This is an optimization exercise on Yosys and OpenROAD, whose aim is small area and a short achievable clock period, not a production implementation. Function was not checked in any run shown here: the RTL went through the layout flow alone. No activity file was given, so power comes from the tool's default toggle rates.

[flow/constraint.sdc]
create_clock -name core_clock -period 3.6 [get_ports {clk}]
set_input_delay 0.7200 -clock core_clock [delete_from_list [all_inputs] [get_ports {clk}]]
set_output_delay 0.7200 -clock core_clock [all_outputs]
set_load 0.01 [all_outputs]
[flow/config.mk]
export PLATFORM = sky130hd
export DESIGN_NAME = sync_fifo
export DESIGN_NICKNAME = sync_fifo
export VERILOG_FILES = /design/flow/design.v
export SDC_FILE = /design/flow/constraint.sdc
export NUM_CORES = 8
export LEC_CHECK = 0
export CAP_MARGIN = 20
export CORE_MARGIN = 2
export CORE_UTILIZATION = 55
export CTS_CLUSTER_DIAMETER = 100
export CTS_CLUSTER_SIZE = 30
export SETUP_SLACK_MARGIN = 1.3
export SLEW_MARGIN = 20
export SYNTH_HIERARCHICAL = 1
[flow/design.v]
`timescale 1 ns / 1 ps
`default_nettype none
module sf_aoi222(input wire a0, input wire b0, input wire a1, input wire b1,
                 input wire a2, input wire b2, output wire y);
    assign y = ~((a0 & b0) | (a1 & b1) | (a2 & b2));
endmodule
module sf_nand2(input wire a, input wire b, output wire y);
    assign y = ~(a & b);
endmodule
module sf_nand4(input wire a, input wire b, input wire c, input wire d, output wire y);
    assign y = ~(a & b & c & d);
endmodule
module sf_oai21(input wire a1, input wire a2, input wire b1, output wire y);
    assign y = ~((a1 | a2) & b1);
endmodule
module sf_nor2(input wire a, input wire b, output wire y);
    assign y = ~(a | b);
endmodule
module sf_row16(input wire [15:0] m, input wire [15:0] csel, input wire rsel,
                output wire y);
    wire [5:0] p;
    wire x1, x2;
    sf_aoi222 u0(.a0(m[0]),  .b0(csel[0]),  .a1(m[1]),  .b1(csel[1]),  .a2(m[2]),  .b2(csel[2]),  .y(p[0]));
    sf_aoi222 u1(.a0(m[3]),  .b0(csel[3]),  .a1(m[4]),  .b1(csel[4]),  .a2(m[5]),  .b2(csel[5]),  .y(p[1]));
    sf_aoi222 u2(.a0(m[6]),  .b0(csel[6]),  .a1(m[7]),  .b1(csel[7]),  .a2(m[8]),  .b2(csel[8]),  .y(p[2]));
    sf_aoi222 u3(.a0(m[9]),  .b0(csel[9]),  .a1(m[10]), .b1(csel[10]), .a2(m[11]), .b2(csel[11]), .y(p[3]));
    sf_aoi222 u4(.a0(m[12]), .b0(csel[12]), .a1(m[13]), .b1(csel[13]), .a2(m[14]), .b2(csel[14]), .y(p[4]));
    sf_nand2  u5(.a(m[15]), .b(csel[15]), .y(p[5]));
    sf_nand4  u6(.a(p[0]), .b(p[1]), .c(p[2]), .d(p[3]), .y(x1));
    sf_nand2  u7(.a(p[4]), .b(p[5]), .y(x2));
    sf_oai21  u8(.a1(x1), .a2(x2), .b1(rsel), .y(y));
endmodule
module sync_fifo
    #(
    parameter DATA_WIDTH = 8,
    parameter ADDR_WIDTH = 8
    )(
    clk,
    rst_n,
    wr_en,
    wr_full,
    wr_data,
    rd_en,
    rd_empty,
    rd_data
    );
    input wire clk;
    input wire rst_n;
    input wire wr_en;
    output wire wr_full;
    input wire [DATA_WIDTH-1:0] wr_data;
    input wire rd_en;
    output wire rd_empty;
    output reg [DATA_WIDTH-1:0] rd_data;
    wire [2047:0] memv;     
    reg [7:0] head;         
    reg [7:0] wlast;        
    reg lastw;              
    reg [7:0] wr_ptr;
    reg nb;                 
    reg [15:0] cb0, cb1;    
    reg [2:0] rb0, rb1;     
    reg [8:0] cnt;          
    reg full_r, nempty_r, one_r, two_r;
    reg full_o, empty_o;    
    wire empty = ~nempty_r;
    wire enq = wr_en & ~full_r;
    wire deq = rd_en & nempty_r;
    assign wr_full  = full_o;
    assign rd_empty = empty_o;
    genvar i, r, c, b, k;
    wire [15:0] wrow_n, wcol_n;
    generate
        for (i = 0; i < 16; i = i + 1) begin : g_wdec
            assign wrow_n[i] = ~(enq & (wr_ptr[0] == i[3]) & (wr_ptr[7:5] == i[2:0]));
            assign wcol_n[i] = ~(wr_ptr[4:1] == i);
        end
        for (k = 0; k < 2; k = k + 1) begin : g_wb
            for (r = 0; r < 8; r = r + 1) begin : g_wr
                for (c = 0; c < 16; c = c + 1) begin : g_wc
                    wire we;
                    reg [7:0] q;
                    sf_nor2 u_we(.a(wrow_n[k*8+r]), .b(wcol_n[c]), .y(we));
                    always @(posedge clk)
                        if (we) q <= wr_data;
                    assign memv[((r*16+c)*2+k)*8 +: 8] = q;
                end
            end
        end
    endgenerate
    wire [7:0] rs0 = 8'b1 << rb0;
    wire [7:0] rs1 = 8'b1 << rb1;
    wire [1:0] sd0 [0:7];
    wire [1:0] sd1 [0:7];
    reg  [1:0] s0 [0:7];
    reg  [1:0] s1 [0:7];
    generate
        for (k = 0; k < 2; k = k + 1) begin : g_rb
            for (b = 0; b < 8; b = b + 1) begin : g_bit
                wire [7:0] ry;
                for (r = 0; r < 8; r = r + 1) begin : g_row
                    wire [15:0] m;
                    for (c = 0; c < 16; c = c + 1) begin : g_m
                        assign m[c] = memv[((r*16+c)*2+k)*8 + b];
                    end
                    sf_row16 u_row(.m(m), .csel(k ? cb1 : cb0),
                                   .rsel(k ? rs1[r] : rs0[r]), .y(ry[r]));
                end
                wire h0, h1;
                sf_nand4 u_h0(.a(ry[0]), .b(ry[1]), .c(ry[2]), .d(ry[3]), .y(h0));
                sf_nand4 u_h1(.a(ry[4]), .b(ry[5]), .c(ry[6]), .d(ry[7]), .y(h1));
                if (k == 0) begin : g_k0
                    assign sd0[b] = {h1, h0};
                end else begin : g_k1
                    assign sd1[b] = {h1, h0};
                end
            end
        end
        for (b = 0; b < 8; b = b + 1) begin : g_s
            always @(posedge clk) begin
                s0[b] <= sd0[b];
                s1[b] <= sd1[b];
            end
        end
    endgenerate
    wire [7:0] v0, v1;
    generate
        for (b = 0; b < 8; b = b + 1) begin : g_v
            assign v0[b] = |s0[b];
            assign v1[b] = |s1[b];
        end
    endgenerate
    always @(posedge clk) begin
        if (empty | (deq & one_r))
            head <= wr_data;
        else if (deq)
            head <= (two_r & lastw) ? wlast : (nb ? v1 : v0);
        rd_data <= head;
        wlast <= wr_data;
        lastw <= enq;
    end
    wire [6:0] l0 = wr_ptr[7:1] + 1'b1;        
    wire [6:0] l1 = wr_ptr[7:1] + wr_ptr[0];   
    always @(posedge clk) begin
        wr_ptr <= wr_ptr + enq;
        if (empty) begin
            nb  <= ~wr_ptr[0];
            cb0 <= 16'b1 << l0[3:0];
            rb0 <= l0[6:4];
            cb1 <= 16'b1 << l1[3:0];
            rb1 <= l1[6:4];
        end else if (deq) begin
            nb <= ~nb;
            if (nb) begin
                cb1 <= {cb1[14:0], cb1[15]};
                if (cb1[15]) rb1 <= rb1 + 1'b1;
            end else begin
                cb0 <= {cb0[14:0], cb0[15]};
                if (cb0[15]) rb0 <= rb0 + 1'b1;
            end
        end
    end
    wire cnt_is3   = (cnt == 9'd3);
    wire cnt_is255 = (cnt == 9'd255);
    always @(posedge clk or negedge rst_n) begin
        if (!rst_n) begin
            cnt      <= 9'd0;
            full_r   <= 1'b0;
            nempty_r <= 1'b0;
            one_r    <= 1'b0;
            two_r    <= 1'b0;
            full_o   <= 1'b0;
            empty_o  <= 1'b1;
        end else begin
            case ({enq, deq})
                2'b10: begin
                    cnt      <= cnt + 1'b1;
                    full_r   <= cnt_is255;
                    full_o   <= cnt_is255;
                    nempty_r <= 1'b1;
                    empty_o  <= 1'b0;
                    one_r    <= empty;
                    two_r    <= one_r;
                end
                2'b01: begin
                    cnt      <= cnt - 1'b1;
                    full_r   <= 1'b0;
                    full_o   <= 1'b0;
                    nempty_r <= ~one_r;
                    empty_o  <= one_r;
                    one_r    <= two_r;
                    two_r    <= cnt_is3;
                end
                default: ;
            endcase
        end
    end
endmodule
`resetall
[flow/run.sh]
#!/bin/bash
# synth_recipe.tcl (not shown) runs the flow's synth.tcl, then flattens the netlist and writes it again
# the make line also repeats each setting of config.mk as NAME=value (left out here)
make -C /OpenROAD-flow-scripts/flow DESIGN_CONFIG=/design/flow/config.mk WORK_HOME=/design/flow/orfs CLKGATE_MAP_FILE= SYNTH_SCRIPT=/design/flow/synth_recipe.tcl finish
==> results of run 1 <==
-- where the power goes --
part	leakage, nW	internal [mW]	switching, mW	total [mW]
Combinational	5.94	1.88	4.99	6.88
Clock	1.17	4.70	7.18	11.9
Sequential	19.5	28.2	0.555	28.8
Total	26.6	34.8	12.7	47.5
-- sequential cells by signal, indices dropped and copies added, names as in the netlist --
register / cells
cb0: 16
empty_o: 1
two_r: 1
nb: 1
lastw: 1
wr_ptr: 8
one_r: 1
rd_data: 8
rb0: 3
cnt: 9
cb1: 16
g_wb.g_wr.g_wc.q: 2048
full_r: 1
wlast: 8
s0: 16
s1: 16
head: 8
rb1: 3
nempty_r: 1
-- synth_stat cells (all sizes together), types with 13 or more instances --
library cell and n:
clkbuf 21, dfxtp 57, a222oi 640, edfxtp 2095
ha 21, a22o 16, a21oi 29, nand2 331
buf 14, inv 18, xor2 13, nor2b 15
nand3 16, nand4 165, nor2 294, o21ai 148
dfrtp 13
-- modules after synthesis, one instance, submodules excluded, excerpt --
module	times used	area, µm²	cells inside
sf_nand4	160	6.26	1
sf_oai21	128	5.00	1
sf_nand2	256	3.75	1
sync_fifo	1	66700	2561
sf_nor2	256	3.75	1
sf_aoi222	640	10.0	1
-- cells by family after synthesis --
group | share of synthesized area
adders and majority gates | 0.00343
AOI/OAI and AO/OA | 0.101
buffers and inverters | 0.00276
xor gates and xnor gates | 0.00274
DFF | 0.840
and+or+nand+nor | 0.0502
muxes | 0.000571
-- timing repair --
action                     in CTS  in global routing
cloned                          0                  5
resized for setup              87                 44
setup buffers                  26                  7
pin swaps                      18                 32
setup endpoints to repair    1902               1212
-- how the worst max path moves through the flow --
stage,slack (ns),from,to,depth (start not counted)
floorplan,0.94,wr_en,g_wb[1].g_wr[1].g_wc[3].q[0],7
global route,1.17,wr_ptr[3],g_wb[0].g_wr[6].g_wc[4].q[1],6
global placement,0.30,wr_en,g_wb[0].g_wr[3].g_wc[13].q[0],9
CTS,1.22,wr_ptr[3],g_wb[0].g_wr[6].g_wc[4].q[4],6
detailed placement,0.27,wr_en,g_wb[0].g_wr[3].g_wc[13].q[6],9
finish,1.21,wr_ptr[3],g_wb[0].g_wr[6].g_wc[4].q[5],6
-- cell type report --
cell class | instances | area (µm²) | area share
flip-flops and latches | 2166 | 64400 | 0.748
multi-input cells | 1784 | 13100 | 0.152
repair buffers | 405 | 3710 | 0.0431
clock buffers | 146 | 2400 | 0.0279
well taps | 1876 | 2350 | 0.0273
inverters | 18 | 76.3 | 0.000887
clock inverters | 6 | 68.8 | 0.000799
diodes | 2 | 5.00 | 0.0000581
-- through the flow --
step	cells	hold slack [ns]	instance area (µm²)	power, mW	setup slack [ns]
floorplan	4001	0.323	77300	32.1	0.941
global placement	6210	0.325	82800	35.7	0.299
detailed placement	6210	0.332	82800	35.7	0.268
CTS	6388	0.270	85700	47.4	1.22
global route	6401	0.308	86100	48.8	1.17
finish	6403	0.355	86100	47.5	1.21
-- per-layer routing --
metal | part of all wire | up-vias
met4 | 0.022 | 0
met5 | 0 | -
met2 | 0.46 | 2532
met1 | 0.41 | 22236
met3 | 0.10 | 223
li1 | - | 18393
==> flow_metrics.tcl, run 1 <==
set metrics [dict create \
    status "timing/DRC/antenna clean" \
    hp-class "input port to flip-flop" \
    fin_crit_sh 0.664 \
    critPathLaunchType "flip-flop" \
    grt_pass1_wl_mm 296 \
    synth_edf_count 2095 \
    clk_pin_slew_ns 0.12 \
    place_congestion 0.857 \
    path_max_fanout 13 \
    fin_skew_ns 0.0358 \
    fp-row-count 137 \
    port_buffers 21 \
    cp_top_family "simple AND/OR/NAND/NOR gates" \
    timing.rr.end "g_wb[0].g_wr[6].g_wc[4].q[5]" \
    syn_area_per_cell_um2 19.2 \
    ys_warn_count 9 \
    critPathArrivalTime_ns 2.84 \
    grt_start_max_net_pins 101 \
    final_cell_mix "edfxtp_1 (2095), a222oi_1 (640), buf_4 (324), nand2_1 (312), nor2_1 (194)" \
    slowest_stage "dfxtp_2" \
    ys_types 57 \
    crit_buf_inv 3 \
    clk_latency_ns 0.75 \
    areaGrowthSynthToFinish_pct 12.2 \
    synth-seq-area-share 0.840 \
    max_cap_violations 0 \
    viasPerCell 6.78 \
    critPathCaptureType "flip-flop" \
    firstDrtPassIters 14 \
    finish.utilization 0.619 \
    r2r_slack_ns 1.21 \
    hold_buffers 0 \
    start_util 0.552 \
    finalNetCount 4490 \
    ff2ff_path_depth 6 \
    synth-main-ff-cell "edfxtp_1" \
    drtIter0Drc 8054 \
    drc_errors 0 \
    cp.required_ns 4.05 \
    cpPeakStageDelay_ns 0.52 \
    synth_seq_cells 2166 \
    crit_path_frequent_cell "buf_4" \
    antenna_found_initial 4 \
    mostFrequentLayoutCell "edfxtp_1" \
    rsz0062_at_grt "yes" \
    io_pins 22 \
    die_width_um 377 \
    min_delay_path_depth 1 \
    cts_buffer_depth 3 \
    fillers 9818 \
    final.setup.tns_ns 0 \
    dieArea_um2 142000 \
    hpwl_mm 128 \
    setup-violations-final 0 \
    whs_endpoint "wlast[1]" \
    tightest_slew_ns 1.06 \
    crit_chain "inv_1, nor2_2, nand2_4, buf_4, nor2_1, buf_4" \
    drv_slew 0 \
    use_met3 0.0442 \
    synth-async-reset-ratio 0.00646 \
    syn_inst 4001 \
    vias 43384 \
    min_period_ns 2.39 \
    power_density_nw_per_um2 552 \
    synth_top_area_share 0.820 \
    hp-start "wr_data[1]" \
    synth_area_leaders "edfxtp_1 (82%), a222oi_1 (8.4%), nand2_1 (1.6%), dfxtp_1 (1.5%), nor2_1 (1.4%)" \
    cts_tree "built" \
    drive_gt1_frac 0.145 \
    max_slew_margin 0.289 \
    p_leak_nw 26.6 \
    ant_nets 0 \
    syn_nets 4034 \
    synth_top_area_cell "edfxtp_1" \
    syn_area_um2 76700 \
    clock.fmax_ghz 0.418 \
    grt_pass1_vias 40729 \
    dieHeight_um 377 \
    met1_usage 0.449 \
    cts_root_buffer "clkbuf_16" \
    use_met2 0.444 \
    hold_viol_final 0 \
    wl_per_cell_um 32.9 \
    numCtsBuffers 82 \
    grt_busiest_layer "met1" \
    grt-ovfl-total 0 \
    htree_levels 3 \
    drt_wl_total_mm 211 \
    clock-sinks 2166 \
    crit_type "flip-flop to flip-flop" \
    core-area_um2 139000 \
    gr-usage-all-layers 0.291 \
    irDropWorstVdd_v 0.000397 \
    r2r-start "wr_ptr[3]" \
]
==> run 2: changes to the inputs <==
--- a/flow/design.v
+++ b/flow/design.v
@@ -16,4 +16,8 @@
 module sf_nor2(input wire a, input wire b, output wire y);
     assign y = ~(a | b);
+endmodule
+module sf_cbnext(input wire [15:0] cur, input wire [15:0] init, input wire ld,
+                 input wire adv, output wire [15:0] nxt);
+    assign nxt = ld ? init : adv ? {cur[14:0], cur[15]} : cur;
 endmodule
 module sf_row16(input wire [15:0] m, input wire [15:0] csel, input wire rsel,
@@ -56,23 +60,24 @@
     reg [7:0] head;         
     reg [7:0] wlast;        
-    reg lastw;              
-    reg [7:0] wr_ptr;
+    reg [7:0] wlast2;       
+    reg lastw, lastw2;      
+    reg [7:0] wp;           
     reg nb;                 
-    reg [15:0] cb0, cb1;    
+    reg [15:0] cb0a, cb0b, cb1a, cb1b;  
     reg [2:0] rb0, rb1;     
     reg [8:0] cnt;          
-    reg full_r, nempty_r, one_r, two_r;
-    reg full_o, empty_o;    
+    reg full_r, nempty_r, one_r, two_r, three_r;
+    reg full_o, nempty_o;   
     wire empty = ~nempty_r;
     wire enq = wr_en & ~full_r;
     wire deq = rd_en & nempty_r;
     assign wr_full  = full_o;
-    assign rd_empty = empty_o;
+    assign rd_empty = ~nempty_o;
     genvar i, r, c, b, k;
     wire [15:0] wrow_n, wcol_n;
     generate
         for (i = 0; i < 16; i = i + 1) begin : g_wdec
-            assign wrow_n[i] = ~(enq & (wr_ptr[0] == i[3]) & (wr_ptr[7:5] == i[2:0]));
-            assign wcol_n[i] = ~(wr_ptr[4:1] == i);
+            assign wrow_n[i] = ~(lastw & (wp[0] == i[3]) & (wp[7:5] == i[2:0]));
+            assign wcol_n[i] = ~(wp[4:1] == i);
         end
         for (k = 0; k < 2; k = k + 1) begin : g_wb
@@ -83,5 +88,5 @@
                     sf_nor2 u_we(.a(wrow_n[k*8+r]), .b(wcol_n[c]), .y(we));
                     always @(posedge clk)
-                        if (we) q <= wr_data;
+                        if (we) q <= wlast;
                     assign memv[((r*16+c)*2+k)*8 +: 8] = q;
                 end
@@ -98,4 +103,6 @@
         for (k = 0; k < 2; k = k + 1) begin : g_rb
             for (b = 0; b < 8; b = b + 1) begin : g_bit
+                wire [15:0] cs = k ? (b < 4 ? cb1a : cb1b) : (b < 4 ? cb0a : cb0b);
+                wire [7:0] rs = k ? rs1 : rs0;
                 wire [7:0] ry;
                 for (r = 0; r < 8; r = r + 1) begin : g_row
@@ -104,6 +111,5 @@
                         assign m[c] = memv[((r*16+c)*2+k)*8 + b];
                     end
-                    sf_row16 u_row(.m(m), .csel(k ? cb1 : cb0),
-                                   .rsel(k ? rs1[r] : rs0[r]), .y(ry[r]));
+                    sf_row16 u_row(.m(m), .csel(cs), .rsel(rs[r]), .y(ry[r]));
                 end
                 wire h0, h1;
@@ -131,35 +137,49 @@
         end
     endgenerate
+    wire by1 = two_r & lastw;
+    wire by2 = lastw2 & ((two_r & ~lastw) | (three_r & lastw));
     always @(posedge clk) begin
         if (empty | (deq & one_r))
             head <= wr_data;
         else if (deq)
-            head <= (two_r & lastw) ? wlast : (nb ? v1 : v0);
+            head <= by1 ? wlast : by2 ? wlast2 : (nb ? v1 : v0);
         rd_data <= head;
-        wlast <= wr_data;
-        lastw <= enq;
+        wlast  <= wr_data;
+        wlast2 <= wlast;
+        lastw  <= enq;
+        lastw2 <= lastw;
     end
-    wire [6:0] l0 = wr_ptr[7:1] + 1'b1;        
-    wire [6:0] l1 = wr_ptr[7:1] + wr_ptr[0];   
+    wire [7:0] w  = wp + 1'b1;
+    wire [6:0] l0 = w[7:1] + 1'b1;
+    wire [6:0] l1 = w[7:1] + w[0];
+    wire [15:0] i0 = 16'b1 << l0[3:0];
+    wire [15:0] i1 = 16'b1 << l1[3:0];
+    wire adv0 = deq & ~nb;
+    wire adv1 = deq & nb;
+    wire [15:0] n0a, n0b, n1a, n1b;
+    sf_cbnext u_n0a(.cur(cb0a), .init(i0), .ld(empty), .adv(adv0), .nxt(n0a));
+    sf_cbnext u_n0b(.cur(cb0b), .init(i0), .ld(empty), .adv(adv0), .nxt(n0b));
+    sf_cbnext u_n1a(.cur(cb1a), .init(i1), .ld(empty), .adv(adv1), .nxt(n1a));
+    sf_cbnext u_n1b(.cur(cb1b), .init(i1), .ld(empty), .adv(adv1), .nxt(n1b));
     always @(posedge clk) begin
-        wr_ptr <= wr_ptr + enq;
+        wp <= wp + enq;
+        cb0a <= n0a;
+        cb0b <= n0b;
+        cb1a <= n1a;
+        cb1b <= n1b;
         if (empty) begin
-            nb  <= ~wr_ptr[0];
-            cb0 <= 16'b1 << l0[3:0];
+            nb  <= wp[0];
             rb0 <= l0[6:4];
-            cb1 <= 16'b1 << l1[3:0];
             rb1 <= l1[6:4];
         end else if (deq) begin
             nb <= ~nb;
             if (nb) begin
-                cb1 <= {cb1[14:0], cb1[15]};
-                if (cb1[15]) rb1 <= rb1 + 1'b1;
+                if (cb1a[15]) rb1 <= rb1 + 1'b1;
             end else begin
-                cb0 <= {cb0[14:0], cb0[15]};
-                if (cb0[15]) rb0 <= rb0 + 1'b1;
+                if (cb0a[15]) rb0 <= rb0 + 1'b1;
             end
         end
     end
-    wire cnt_is3   = (cnt == 9'd3);
+    wire cnt_is4   = (cnt == 9'd4);
     wire cnt_is255 = (cnt == 9'd255);
     always @(posedge clk or negedge rst_n) begin
@@ -170,6 +190,7 @@
             one_r    <= 1'b0;
             two_r    <= 1'b0;
+            three_r  <= 1'b0;
             full_o   <= 1'b0;
-            empty_o  <= 1'b1;
+            nempty_o <= 1'b0;
         end else begin
             case ({enq, deq})
@@ -179,7 +200,8 @@
                     full_o   <= cnt_is255;
                     nempty_r <= 1'b1;
-                    empty_o  <= 1'b0;
+                    nempty_o <= 1'b1;
                     one_r    <= empty;
                     two_r    <= one_r;
+                    three_r  <= two_r;
                 end
                 2'b01: begin
@@ -188,7 +210,8 @@
                     full_o   <= 1'b0;
                     nempty_r <= ~one_r;
-                    empty_o  <= one_r;
+                    nempty_o <= ~one_r;
                     one_r    <= two_r;
-                    two_r    <= cnt_is3;
+                    two_r    <= three_r;
+                    three_r  <= cnt_is4;
                 end
                 default: ;
--- a/flow/config.mk
+++ b/flow/config.mk
@@ -8,8 +8,8 @@
 export CAP_MARGIN = 20
 export CORE_MARGIN = 2
-export CORE_UTILIZATION = 55
+export CORE_UTILIZATION = 40
 export CTS_CLUSTER_DIAMETER = 100
 export CTS_CLUSTER_SIZE = 30
-export SETUP_SLACK_MARGIN = 1.3
+export SETUP_SLACK_MARGIN = 2.0
 export SLEW_MARGIN = 20
 export SYNTH_HIERARCHICAL = 1
==> run 2 against run 1 <==
Net effect:
- still clean
- sequential cell count is 41 higher
- wire length grew 18%
- combinational power grew to 3.7 times the previous value
- first-iteration DRC count grew 14%
- critical path type unchanged
- largest power group unchanged
- highest routed layer is now met5
==> flow_metrics.tcl, run 2 <==
set metrics [dict create \
    status "timing/DRC/antenna clean" \
    port_buffers 21 \
    drt_wl_total_mm 248 \
    finish.utilization 0.504 \
    crit_chain "buf_12, ha_4, buf_6, xor2_4, nand4_1, buf_4, o21a_1, o31ai_2" \
    hp-start "head[3]" \
    top_register "g_wb.g_wr.g_wc.q" \
    syn_area_um2 78800 \
    areaGrowthSynthToFinish_pct 24.9 \
    hp-class "flip-flop to flip-flop" \
    clkPwrFrac 0.176 \
    syn_area_per_cell_um2 18.4 \
    clk_latency_ns 0.77 \
    synth_top_area_share 0.786 \
    io_pins 22 \
    synth-async-reset-ratio 0.00634 \
    core-area_um2 195000 \
    synth-seq-area-share 0.823 \
    p_comb_frac 0.372 \
    fin_area_um2 98500 \
    intPower_mw 43.1 \
    synth_seq_cells 2207 \
    ys_types 74 \
    drtIter0Drc 9199 \
    die_width_um 448 \
    seqPwrFrac 0.452 \
    synth_edf_count 2063 \
    dieHeight_um 448 \
    r2r-start "wp[0]" \
    grt-ovfl-total 0 \
    clock-sinks 2207 \
    grt_start_max_net_pins 150 \
    hpwl_mm 138 \
    mostFrequentLayoutCell "edfxtp_1" \
    place_congestion 0.910 \
    p_leak_nw 30.9 \
    setup-violations-final 0 \
    crit_type "flip-flop to flip-flop" \
    cp_top_family "buffers and inverters" \
    drc_errors 0 \
    placed_area_um2 84200 \
    synth_top_area_cell "edfxtp_1" \
    max_cap_violations 0 \
    firstDrtPassIters 12 \
    dieArea_um2 201000 \
    largest_reg_flops 2048 \
    clock.fmax_ghz 0.441 \
    grt_pass1_wl_mm 336 \
    fin_skew_ns 0.0252 \
    diodes 0 \
    fp-row-count 162 \
    rsz0062_at_grt "yes" \
    dp_cells 7128 \
    fin_crit_sh 0.630 \
    hold_viol_final 0 \
    power_switching_mw 25.3 \
    final.setup.tns_ns 0 \
    numCtsBuffers 83 \
    min_delay_path_depth 0 \
    timing.final.ws_setup_ns 1.33 \
    clk_pin_slew_ns 0.12 \
    drv_slew 0 \
    ant_nets 0 \
    synth_area_leaders "edfxtp_1 (79%), a222oi_1 (8.1%), dfxtp_1 (3.3%), nand2_1 (1.8%), nor2_1 (1.5%)" \
    path_max_fanout 5 \
    finalNonFillerCells 7794 \
    start_util 0.403 \
    critPathArrivalTime_ns 2.85 \
    whs_endpoint "rd_data[3]" \
    critPathLaunchType "flip-flop" \
    max_slew_margin 0.293 \
    post-synth-top-count-cell "edfxtp_1" \
    tightest_slew_ns 1.06 \
    hold_buffers 0 \
    swShare 0.370 \
    cts_root_buffer "clkbuf_16" \
    viasPerCell 6.24 \
    drive_gt1_frac 0.277 \
    critPathCaptureType "flip-flop" \
    cts_tree "built" \
    vias 48663 \
    ff2ff_path_depth 8 \
    r2r_slack_ns 1.33 \
    cp.required_ns 4.18 \
    ys_warn_count 9 \
    antenna_found_initial 5 \
    wl_per_cell_um 31.8 \
    min_period_ns 2.27 \
    synth_common_cells "edfxtp_1 (2063), a222oi_1 (640), nand2_1 (384)" \
    irDropWorstVdd_v 0.000575 \
    syn_inst 4295 \
    crit_buf_inv 3 \
    place_ws_ns 0.503 \
    grt_pass1_vias 45823 \
    slowest_stage "dfxtp_4" \
    htree_levels 3 \
    timing.rr.end "rb1[1]" \
    final_cell_mix "edfxtp_1 (2063), a222oi_1 (640), nand2_1 (348), buf_6 (301), nor2_4 (274)" \
    cts_buffer_depth 3 \
    power_density_nw_per_um2 695 \
    gr-usage-all-layers 0.233 \
    finalNetCount 5141 \
    synth-main-ff-cell "edfxtp_1" \
    cpPeakStageDelay_ns 0.44 \
    syn_nets 4325 \
]
[run 2: cell types whose count changed after synthesis, sizes merged, moves of 6 or more]
cell    before   now
nor2       294   317
a22o        16     0
a211oi      10     4
o21ai      148   213
dfxtp       57   130
o31ai        8     2
nor3        12    24
a21oi       29    42
buf         14    32
nand2      331   384
edfxtp    2095  2063
mux2i        1    74
[run 2: through the flow]
stage	power, mW	hold WS [ns]
after floorplan	38.7	0.323
after global placement	47.8	0.327
after detailed placement	47.9	0.327
after CTS	65.2	0.355
after global routing	70.0	0.360
final	68.4	0.354
[run 2: worst max path at each step]
| stage | endpoint | start | cells after the start |
|---|---|---|---|
| 6_report | rb1[1] | wp[0] | 8 |
| 5_1_grt | cnt[8] | nempty_r | 10 |
| 4_1_cts | rd_empty | nempty_r | 3 |
| 3_5_place_dp | cnt[8] | rd_en | 10 |
| 3_3_place_gp | cnt[8] | rd_en | 10 |
| 2_1_floorplan | cnt[8] | rd_en | 12 |
[run 2: modules after synthesis, one instance, submodules excluded, a selection]
| module | flip-flops and latches | area (µm²) |
|---|---|---|
| sf_aoi222 | 0 | 10.0 |
| sync_fifo | 2207 | 67500 |
| sf_oai21 | 0 | 5.00 |
| sf_nand4 | 0 | 6.26 |
| sf_nand2 | 0 | 3.75 |
| sf_cbnext | 0 | 345 |
| sf_nor2 | 0 | 3.75 |
[run 2: cells by family after synthesis]
family | share of synthesized area
flip-flops | 0.823
AND/OR/NAND/NOR | 0.0554
AO/OA/AOI/OAI | 0.101
multiplexers | 0.00968
buffers and inverters | 0.00517
XOR/XNOR | 0.00298
adder cells (fa/ha/maj) | 0.00286
[run 2: final cells by class]
class / instances / area [µm²]
clock buffers: 140 / 2380
clock inverters: 4 / 27.5
fillers: 15525 / 96900
inverters: 17 / 113
multi-input cells: 2025 / 17200
flip-flops and latches: 2207 / 65100
well taps: 2624 / 3280
repair buffers: 777 / 10300
[run 2: timing repair]
action                                   CTS  global route
gates resized for setup                 1301           323
buffers inserted                         375           119
pin swaps                                372           305
gates cloned                              20             8
endpoints found under the setup margin  3189          2339
[run 2: layer usage]
metal	vias up	wire (µm)	global-route usage
li1	20127	-	-
met1	24992	93100	0.321
met2	3054	116000	0.369
met3	488	28300	0.0484
met4	2	10500	0.0761
met5	-	11	0
[run 2: power groups by stage]
| stage | clock (mW) | combinational [mW] | sequential (mW) |
|---|---|---|---|
| after floorplan | 0 | 7.08 | 31.6 |
| after global placement | 0 | 16.1 | 31.8 |
| after detailed placement | 0 | 16.1 | 31.8 |
| after CTS | 12.1 | 22.3 | 30.8 |
| after global routing | 13.0 | 26.0 | 31.0 |
| final | 12.0 | 25.5 | 30.9 |
==> run 3: changes to the inputs <==
--- a/flow/config.mk
+++ b/flow/config.mk
@@ -11,5 +11,5 @@
 export CTS_CLUSTER_DIAMETER = 100
 export CTS_CLUSTER_SIZE = 30
-export SETUP_SLACK_MARGIN = 2.0
+export SETUP_SLACK_MARGIN = 1.6
 export SLEW_MARGIN = 20
 export SYNTH_HIERARCHICAL = 1
==> run 3 against run 2 <==
Net effect:
- wire length shrank 8.3%
- first-iteration DRC count decreased by 3.0%
- non-clock buffer count down 302
- largest power group unchanged
- register-to-register slack gained 0.13 ns
- via count fell by 5.7%
- area after synthesis did not move
- critical endpoint is now rd_empty
- fmax grew 3.8%
- utilization is 3.9 points lower
- combinational power down 21%
- clock power barely moved
- clock skew is 0.0097 ns higher
- critical path depth shrank 5
- still clean
==> flow_metrics.tcl, run 3 <==
set metrics [dict create \
    syn_area_um2 78800 \
    min_period_ns 2.18 \
    grt-ovfl-total 0 \
    synth_top_area_cell "edfxtp_1" \
    grt_start_max_net_pins 140 \
    crit_start "nempty_r" \
    hp-class "flip-flop to flip-flop" \
    drtIter0Drc 8919 \
    irDropWorstVdd_v 0.000428 \
    fin_skew_ns 0.0349 \
    syn_area_per_cell_um2 18.4 \
    critPathCaptureType "output pin" \
    post-synth-top-count-cell "edfxtp_1" \
    port_buffers 21 \
    drv_slew 0 \
    hold_buffers 0 \
    synth-compound-area-share 0.101 \
    largest_reg_flops 2048 \
    mostFrequentLayoutCell "edfxtp_1" \
    grt_pass1_vias 43085 \
    synth_xor_area_frac 0.00298 \
    finalNetCount 4836 \
    clock-sinks 2207 \
    place_congestion 0.899 \
    max_cap_violations 0 \
    cts_tree "built" \
    vias 45910 \
    wl_per_cell_um 30.4 \
    rsz0062_at_grt "yes" \
    cp.required_ns 2.88 \
    final.setup.tns_ns 0 \
    antenna_found_initial 4 \
    ant_nets 0 \
    p_leak_nw 28.2 \
    htree_levels 3 \
    cts_root_buffer "clkbuf_16" \
    synthAdderAreaFrac 0.00286 \
    drt_wl_total_mm 227 \
    areaGrowthSynthToFinish_pct 15.3 \
    clock.fmax_ghz 0.458 \
    crit_type "flip-flop to output pin" \
    fin_area_um2 90900 \
    numCtsBuffers 84 \
    dieHeight_um 448 \
    timing.rr.end "cnt[8]" \
    synth_mux_area_frac 0.00968 \
    setup-violations-final 0 \
    multi_input_comb_area_um2 15200 \
    max_slew_margin 0.329 \
    synth-simple-area-share 0.0554 \
    core-area_um2 195000 \
    ys_warn_count 9 \
    syn_nets 4325 \
    r2r_slack_ns 1.46 \
    hold_viol_final 0 \
    status "timing/DRC/antenna clean" \
    critPathLaunchType "flip-flop" \
    clk_pin_slew_ns 0.11 \
    viasPerCell 6.13 \
    ff2ff_path_depth 10 \
    die_width_um 448 \
    synth_top_family_by_area "compound AO/OA/AOI/OAI gates" \
    synth-async-reset-ratio 0.00634 \
    fillers 16526 \
    syn_inst 4295 \
    clk_latency_ns 0.78 \
    synth_seq_cells 2207 \
    io_pins 22 \
    synth-seq-area-share 0.823 \
    power_density_nw_per_um2 693 \
    final_cell_mix "edfxtp_1 (2063), a222oi_1 (640), nand2_1 (372), buf_4 (337), nand4_1 (163)" \
    firstDrtPassIters 13 \
    placed_area_um2 84900 \
    endpoint "rd_empty" \
    drc_errors 0 \
    top_register "g_wb.g_wr.g_wc.q" \
    start_util 0.403 \
    regArea_um2 65100 \
    grt_pass1_wl_mm 317 \
    fp-row-count 162 \
    r2r-start "nempty_r" \
    cts_buffer_depth 3 \
    gr-usage-all-layers 0.219 \
    synth_common_cells "edfxtp_1 (2063), a222oi_1 (640), nand2_1 (384)" \
    critPathArrivalTime_ns 1.46 \
    ys_types 74 \
    path_max_fanout 2 \
    dieArea_um2 201000 \
    drive_gt1_frac 0.189 \
    synth_edf_count 2063 \
    hpwl_mm 139 \
    fin_crit_sh 0.607 \
    synth_top_area_share 0.786 \
    synth-main-ff-cell "edfxtp_1" \
    tightest_slew_ns 1.01 \
    synth_area_leaders "edfxtp_1 (79%), a222oi_1 (8.1%), dfxtp_1 (3.3%), nand2_1 (1.8%), nor2_1 (1.5%)" \
]
[run 3: changes by cell type in the layout (fill, tap and decap cells not counted), sizes merged]
cell,delta
inv,+5
clkinv,+1
nand2,-4
clkbuf,-8
clkinvlp,-2
bufbuf,-1
buf,-299
diode,+1
[run 3: worst min-delay path by stage]
| stage | from | to | slack, ns | cells past startpoint |
|---|---|---|---|---|
| floorplan | head[0] | rd_data[0] | 0.32 | 0 |
| global route | head[0] | rd_data[0] | 0.36 | 0 |
| finish | head[7] | rd_data[7] | 0.35 | 0 |
| global placement | head[6] | rd_data[6] | 0.33 | 0 |
| CTS | rst_n | cnt[7] | 0.34 | 1 |
| detailed placement | head[7] | rd_data[7] | 0.33 | 0 |
[run 3: timing repair]
action,in CTS,in global routing
cloned,5,5
pin swaps,94,115
hold endpoints to repair,0,0
setup buffers,73,33
gates resized for setup,514,198
endpoints found under the setup margin,2001,862
[run 3: cells by family (layout without fill, tap and decap cells)]
group           after synthesis  count (layout)
flops                      2207            2207
compound gates              925             925
xor+xnor                     26              26
fa+ha+maj                    18              18
simple gates                976             976
other cells                   0               1
mux                          76              76
buf+inv                      67             634
[run 3: modules after synthesis (local to each module, per instance), excerpt]
module     flip-flops and latches  cell area, µm²
sync_fifo                    2207           67500
sf_cbnext                       0             345
sf_aoi222                       0            10.0
sf_nand4                        0            6.26
sf_oai21                        0            5.00
sf_nand2                        0            3.75
sf_nor2                         0            3.75
[run 3: cell type report]
class	instances	share of cell area
diodes	1	0.0000275
clock inverters	8	0.00112
well taps	2624	0.0361
clock buffers	134	0.0259
flip-flops and latches	2207	0.717
multi-input cells	2021	0.168
inverters	17	0.000936
repair buffers	475	0.0519
[run 3: critical path: stages, from the launching register on]
cell      delay, ns
dfrtp_1        0.42
buf_12         0.14
clkinv_8       0.04
buf_6          0.09
[run 3: where the power goes]
group	total [mW]	switching, mW	internal (mW)
Sequential	30.6	1.57	29.0
Combinational	20.2	13.6	6.63
Clock	12.1	7.51	4.62
Total	62.9	22.6	40.3
[run 3: per-layer routing]
layer	track usage	share of wire	wire length [µm]
met5	0	0.000035	8
met4	0.0627	0.032	7230
met3	0.0325	0.10	23400
met2	0.346	0.46	106000
met1	0.318	0.40	90900
[run 3: per-stage QoR]
step / hold slack (ns) / worst slack [ns] / power, mW / util / std cells
detailed placement: 0.329 / 0.621 / 47.9 / 0.435 / 7228
global placement: 0.326 / 0.610 / 47.7 / 0.435 / 7228
finish: 0.352 / 1.42 / 62.9 / 0.465 / 7487
CTS: 0.340 / 1.35 / 61.4 / 0.459 / 7448
global route: 0.364 / 1.36 / 64.6 / 0.465 / 7486
floorplan: 0.323 / 1.11 / 38.6 / - / 4295

==> static timing again, ports no longer ideal <==
The flow's constraints put no driver on any port. The routed layouts listed below were extracted and timed again, unchanged, in two steps. Step 1 sets driving cells, clkbuf_16 on the clock port and buf_2 on the other inputs (assumed; they add their load-dependent delay and slew). Step 2 moves the port delays by t, midway between the first and last clock arrival at a register: inputs arrive t later, outputs are due t later. That takes back most of the time a late clock gives input paths. Three values: ideal, step 1, step 2; two values: the first two.
run | t, ns | setup slack, ns | hold WS [ns] | worst register clock-pin slew, ns | worst slew at a driven data input, ns
run 1 | 0.816 | 1.210 / 1.210 / 0.610 | 0.355 / 0.315 / 0.356 | 0.12 / 0.12 | 0.06
run 2 | 0.834 | 1.333 / 1.298 / 0.579 | 0.354 / 0.320 / 0.354 | 0.12 / 0.12 | 0.04
run 3 | 0.851 | 1.415 / 1.331 / 0.668 | 0.352 / 0.342 / 0.352 | 0.12 / 0.12 | 0.04
After both steps every run listed still meets setup and hold. For run 2, which loses most, drivers alone change the setup slack by -0.035 ns; drivers and shift together by -0.754 ns.
